Source: an optimization exercise on an open RTL-to-GDS flow (aim: small area and a short achievable clock period). Production flows keep margins and buffers that such runs may drop.
Only simulation tests tie the RTL to the original design; equivalence was not proved.
Power is estimated from default activity; no workload was simulated.

Setup of juniper:
Design ipod_player, start of the top module:
module ipod_player(
    input  logic        clk,
    input  logic        reset,
    input  logic [7:0]  kbd_ascii,
    input  logic        speed_up,
    input  logic        speed_down,
    input  logic        speed_reset,
    input  logic        direction,
    input  logic [31:0] flash_readdata,
    input  logic        flash_readdatavalid,
    output logic        flash_read,
    output logic [3:0]  flash_byteenable,
    output logic [22:0] flash_address,
    output logic [15:0] audio_data,
    output logic        sample_clk
);
Size: roughly 1100 cells after synthesis, ~92 I/O pins.
==> flow/config.mk <==
export PLATFORM = sky130hd
export DESIGN_NAME = ipod_player
export DESIGN_NICKNAME = ipod_player
export VERILOG_FILES = /design/flow/design.v
export SDC_FILE = /design/flow/constraint.sdc
export NUM_CORES = 4
export LEC_CHECK = 0
export CAP_MARGIN = 20
export CORE_MARGIN = 2
export CORE_UTILIZATION = 60
export CTS_BUF_LIST = sky130_fd_sc_hd__clkbuf_8
export SETUP_SLACK_MARGIN = 5
export SLEW_MARGIN = 20
==> flow/constraint.sdc <==
create_clock -name core_clock -period 100.0 [get_ports {clk}]
set_input_delay 20.0000 -clock core_clock [delete_from_list [all_inputs] [get_ports {clk}]]
set_output_delay 20.0000 -clock core_clock [all_outputs]
set_load 0.01 [all_outputs]
standard.sh (not shown) runs the stock make flow with config.mk's settings and CLKGATE_MAP_FILE= SYNTH_SCRIPT=/design/flow/synth_recipe.tcl, a recipe that flattens the netlist after the stock synthesis.
==> flow/flow/run.sh <==
#!/bin/bash
# Layout flow:
#  2. the same synthesis again, with its combinational logic mapped again by
#     ABC for area (flow/synth_remap.tcl);
#     the registers must come out exactly as in 1 (names and cell types),
#     otherwise the flow goes on with the standard synthesis;
#  3. the standard layout, with port buffers made from buf_1 and a clock
#     tree without dummy loads.
set -euo pipefail
WORK=$(pwd)
R=$WORK/orfs/results/sky130hd/ipod_player/base
LIB=$FLOW_HOME/platforms/sky130hd/lib/sky130_fd_sc_hd__tt_025C_1v80.lib
export BUFFER_PORTS_ARGS="-buffer_cell sky130_fd_sc_hd__buf_1"
CTS="-sink_clustering_enable -repair_clock_nets -buf_list sky130_fd_sc_hd__clkbuf_8 -dont_use_dummy_load"

# list of (register instance, cell type) in a netlist
regs() { grep -oE '^\s*sky130_fd_sc_hd__(df|sdf|edf)\w+\s+\S+' "$1" | awk '{print $2, $1}' | sort; }

# 1. standard synthesis
bash standard.sh synth > flow_1_synth_standard.log 2>&1
cp $R/1_2_yosys.v $WORK/netlist_standard.v
regs $WORK/netlist_standard.v > $WORK/regs_standard.txt

# 2. synthesis with re-mapping
python3 flow/genmodels.py $LIB $WORK/comb_models.v '__fa_[0-9]' > flow_2_models.log 2>&1
export REMAP_MODELS=$WORK/comb_models.v
export REMAP_ABC_SCRIPT=$WORK/flow/abc_area.script
sed "s|SYNTH_SCRIPT=[^ ]*|SYNTH_SCRIPT=$WORK/flow/synth_remap.tcl|" standard.sh > $WORK/remap_standard.sh
rm -rf $WORK/orfs
if bash remap_standard.sh synth > flow_3_synth_remap.log 2>&1 \
   && regs $R/1_2_yosys.v > $WORK/regs_remap.txt \
   && cmp -s $WORK/regs_standard.txt $WORK/regs_remap.txt; then
  echo "re-mapped synthesis used" > flow_choice.txt
  SH=remap_standard.sh
else
  echo "re-mapped synthesis not used; standard synthesis instead" > flow_choice.txt
  rm -rf $WORK/orfs
  bash standard.sh synth > flow_3_synth_standard_again.log 2>&1
  SH=standard.sh
fi

# 3. layout
bash $SH finish CTS_ARGS="$CTS" > flow_4_layout.log 2>&1
==> flow/flow/synth_remap.tcl <==
# The standard flow's synthesis script (synth_recipe.tcl) with one step added: after ORFS's
# synthesis, the combinational cells are mapped again by ABC: the logic fed by
# the keyboard input with ORFS's own (delay-oriented) ABC script, the rest with
# an area-oriented script (flow/abc_area.script). The full adders and the
# registers are left as they are. The design is then flattened and renamed as
# synth_recipe.tcl does.
proc synth {args} { yosys synth -nofsm -noshare {*}$args }
source $::env(SCRIPTS_DIR)/synth.tcl

techmap -map $::env(REMAP_MODELS)
opt -purge
techmap
opt -fast -purge
select -set kbd_cone {w:kbd_ascii} %coe* {t:$_*} %i
abc {*}$abc_args @kbd_cone
select -clear
abc {*}$lib_args {*}$lib_dont_use_args -script $::env(REMAP_ABC_SCRIPT) {t:$_*}
opt_clean -purge

# left out here: clear keep_hierarchy, flatten, clean up
splitnets
opt_clean -purge
hilomap -singleton \
    -hicell {*}$::env(TIEHI_CELL_AND_PORT) \
    -locell {*}$::env(TIELO_CELL_AND_PORT)
insbuf -buf {*}$::env(MIN_BUF_CELL_AND_PORTS)
check -assert -mapped
tee -o $::env(REPORTS_DIR)/synth_remap_stat.txt stat {*}$lib_args
# left out here: hide names made inside functions, write 1_2_yosys.v
Other scripts of this flow, unchanged in this note and not shown: flow/flow/abc_area.script, flow/flow/genmodels.py
Having completed the whole flow, juniper delivered a layout that passed the timing, DRC and antenna checks.
Inputs modified between juniper and nickel:
-- flow/flow/run.sh --
<<< juniper, line 12
LIB=$FLOW_HOME/platforms/sky130hd/lib/sky130_fd_sc_hd__tt_025C_1v80.lib
export BUFFER_PORTS_ARGS="-buffer_cell sky130_fd_sc_hd__buf_1"
CTS="-sink_clustering_enable -repair_clock_nets -buf_list sky130_fd_sc_hd__clkbuf_8 -dont_use_dummy_load"

# list of (register instance, cell type) in a netlist
>>> nickel, line 12
LIB=$FLOW_HOME/platforms/sky130hd/lib/sky130_fd_sc_hd__tt_025C_1v80.lib
export BUFFER_PORTS_ARGS="-buffer_cell sky130_fd_sc_hd__buf_1"
CTS="-sink_clustering_enable -repair_clock_nets -buf_list sky130_fd_sc_hd__clkbuf_8 -dont_use_dummy_load -sink_clustering_size 30 -sink_clustering_max_diameter 200 -sink_clustering_levels 1"

# list of (register instance, cell type) in a netlist
==> flow/flow/synth_remap.tcl <==
# The standard flow's synthesis script (synth_recipe.tcl) with one step added: after ORFS's
# synthesis, the combinational cells are mapped again by ABC with an
# area-oriented script (flow/abc_area.script). The full adders and the
# registers are left as they are. The design is then flattened and renamed as
# synth_recipe.tcl does.
proc synth {args} { yosys synth -nofsm -noshare {*}$args }
source $::env(SCRIPTS_DIR)/synth.tcl

techmap -map $::env(REMAP_MODELS)
opt -purge
techmap
opt -fast -purge
abc {*}$lib_args {*}$lib_dont_use_args -script $::env(REMAP_ABC_SCRIPT)
opt_clean -purge

# left out here: clear keep_hierarchy, flatten, clean up
splitnets
opt_clean -purge
hilomap -singleton \
    -hicell {*}$::env(TIEHI_CELL_AND_PORT) \
    -locell {*}$::env(TIELO_CELL_AND_PORT)
insbuf -buf {*}$::env(MIN_BUF_CELL_AND_PORTS)
check -assert -mapped
tee -o $::env(REPORTS_DIR)/synth_remap_stat.txt stat {*}$lib_args
# left out here: hide names made inside functions, write 1_2_yosys.v
### Flow results
juniper ended up with reg2out as its critical setup path kind; nickel ended up with in2reg.
Period utilization came out higher on nickel than on juniper.
Compared with juniper, nickel improves overall via count from detail_route.
Status: register clock-pin slew on the reported worst setup and hold paths parity (juniper, nickel)
Per the comparison of nickel with juniper, maximum frequency went down 1.1%, height of the die went down 0.36%, multi-input logic area went down 0.77%, count of fill cells added during filler insertion went down 2.6%.
NOTE synthesized area juniper->nickel decreased slightly
Re worst hold slack: nickel is 46 ps up on juniper.
nickel gives less overall routing resource usage than juniper did.
Relative to juniper, clock skew has gone down in nickel.
Relative to nickel, the following input files were edited for violet:
-- flow/flow/run.sh --
<<< nickel, line 12
LIB=$FLOW_HOME/platforms/sky130hd/lib/sky130_fd_sc_hd__tt_025C_1v80.lib
export BUFFER_PORTS_ARGS="-buffer_cell sky130_fd_sc_hd__buf_1"
CTS="-sink_clustering_enable -repair_clock_nets -buf_list sky130_fd_sc_hd__clkbuf_8 -dont_use_dummy_load -sink_clustering_size 30 -sink_clustering_max_diameter 200 -sink_clustering_levels 1"

# list of (register instance, cell type) in a netlist
>>> violet, line 12
LIB=$FLOW_HOME/platforms/sky130hd/lib/sky130_fd_sc_hd__tt_025C_1v80.lib
export BUFFER_PORTS_ARGS="-buffer_cell sky130_fd_sc_hd__buf_1"
CTS="-sink_clustering_enable -repair_clock_nets -buf_list sky130_fd_sc_hd__clkbuf_8 -dont_use_dummy_load"

# list of (register instance, cell type) in a netlist
==> flow/flow/synth_remap.tcl <==
# The standard flow's synthesis script (synth_recipe.tcl) with one step added: after ORFS's
# synthesis, the combinational cells are mapped again by ABC: the logic fed by
# the keyboard input with ORFS's own (delay-oriented) ABC script, the rest with
# an area-oriented script (flow/abc_area.script). The full adders and the
# registers are left as they are. The design is then flattened and renamed as
# synth_recipe.tcl does.
proc synth {args} { yosys synth -nofsm -noshare {*}$args }
source $::env(SCRIPTS_DIR)/synth.tcl

techmap -map $::env(REMAP_MODELS)
opt -purge
techmap
opt -fast -purge
select -set kbd_cone {w:kbd_ascii} %coe* {t:$_*} %i
abc {*}$abc_args @kbd_cone
select -clear
abc {*}$lib_args {*}$lib_dont_use_args -script $::env(REMAP_ABC_SCRIPT) {t:$_*}
opt_clean -purge

# left out here: clear keep_hierarchy, flatten, clean up
splitnets
opt_clean -purge
hilomap -singleton \
    -hicell {*}$::env(TIEHI_CELL_AND_PORT) \
    -locell {*}$::env(TIELO_CELL_AND_PORT)
insbuf -buf sky130_fd_sc_hd__buf_1 A X
check -assert -mapped
tee -o $::env(REPORTS_DIR)/synth_remap_stat.txt stat {*}$lib_args
# left out here: hide names made inside functions, write 1_2_yosys.v
==> run summary <==
- nickel → violet: total of plain and repair buffers excluding clock buffers has increased, worst path required time down 60 ps, first-pass iteration count of the detailed router now larger.
- Changes observed in violet relative to nickel: estimated wirelength of the detail-placed design grew by 3.5%; post-route worst setup slack climbed 200 ps; power share of the combinational group grew by 2.0 points; wire length up about 4%.
- Comparing nickel and violet, the higher global-route track usage on met1 was measured on violet.
- Side by side, fraction of area in registers turned out lower in violet than in nickel.

-- re-timing with driven ports --
How much do the figures lean on ideal ports? The routed layouts below were timed once more, with nothing changed but the port constraints.
Step 1 assumes that a clkbuf_16 drives the clock port and a buf_2 every other input.
Step 2, shift: input delay + t, output delay - t, t = (earliest + latest rising clock arrival at the registers) / 2. This alone moves slack from input paths to output paths.
Three values: ideal, step 1, step 2; two values: the first two.
run | t (ns) | slack for setup (ns) | slew at the worst register clock pin (ns) | cell pins on the clock port's net
juniper | 0.492 | 78.760 / 78.718 / 78.304 | 0.09 / 0.09 | 1
nickel | 0.493 | 78.525 / 78.547 / 78.054 | 0.08 / 0.08 | 1
violet | 0.481 | 78.727 / 78.740 / 78.260 | 0.09 / 0.09 | 1
After both steps every run listed still meets setup and hold. For nickel, which loses most, drivers alone change the setup slack by +0.022 ns; drivers and shift together by -0.471 ns.
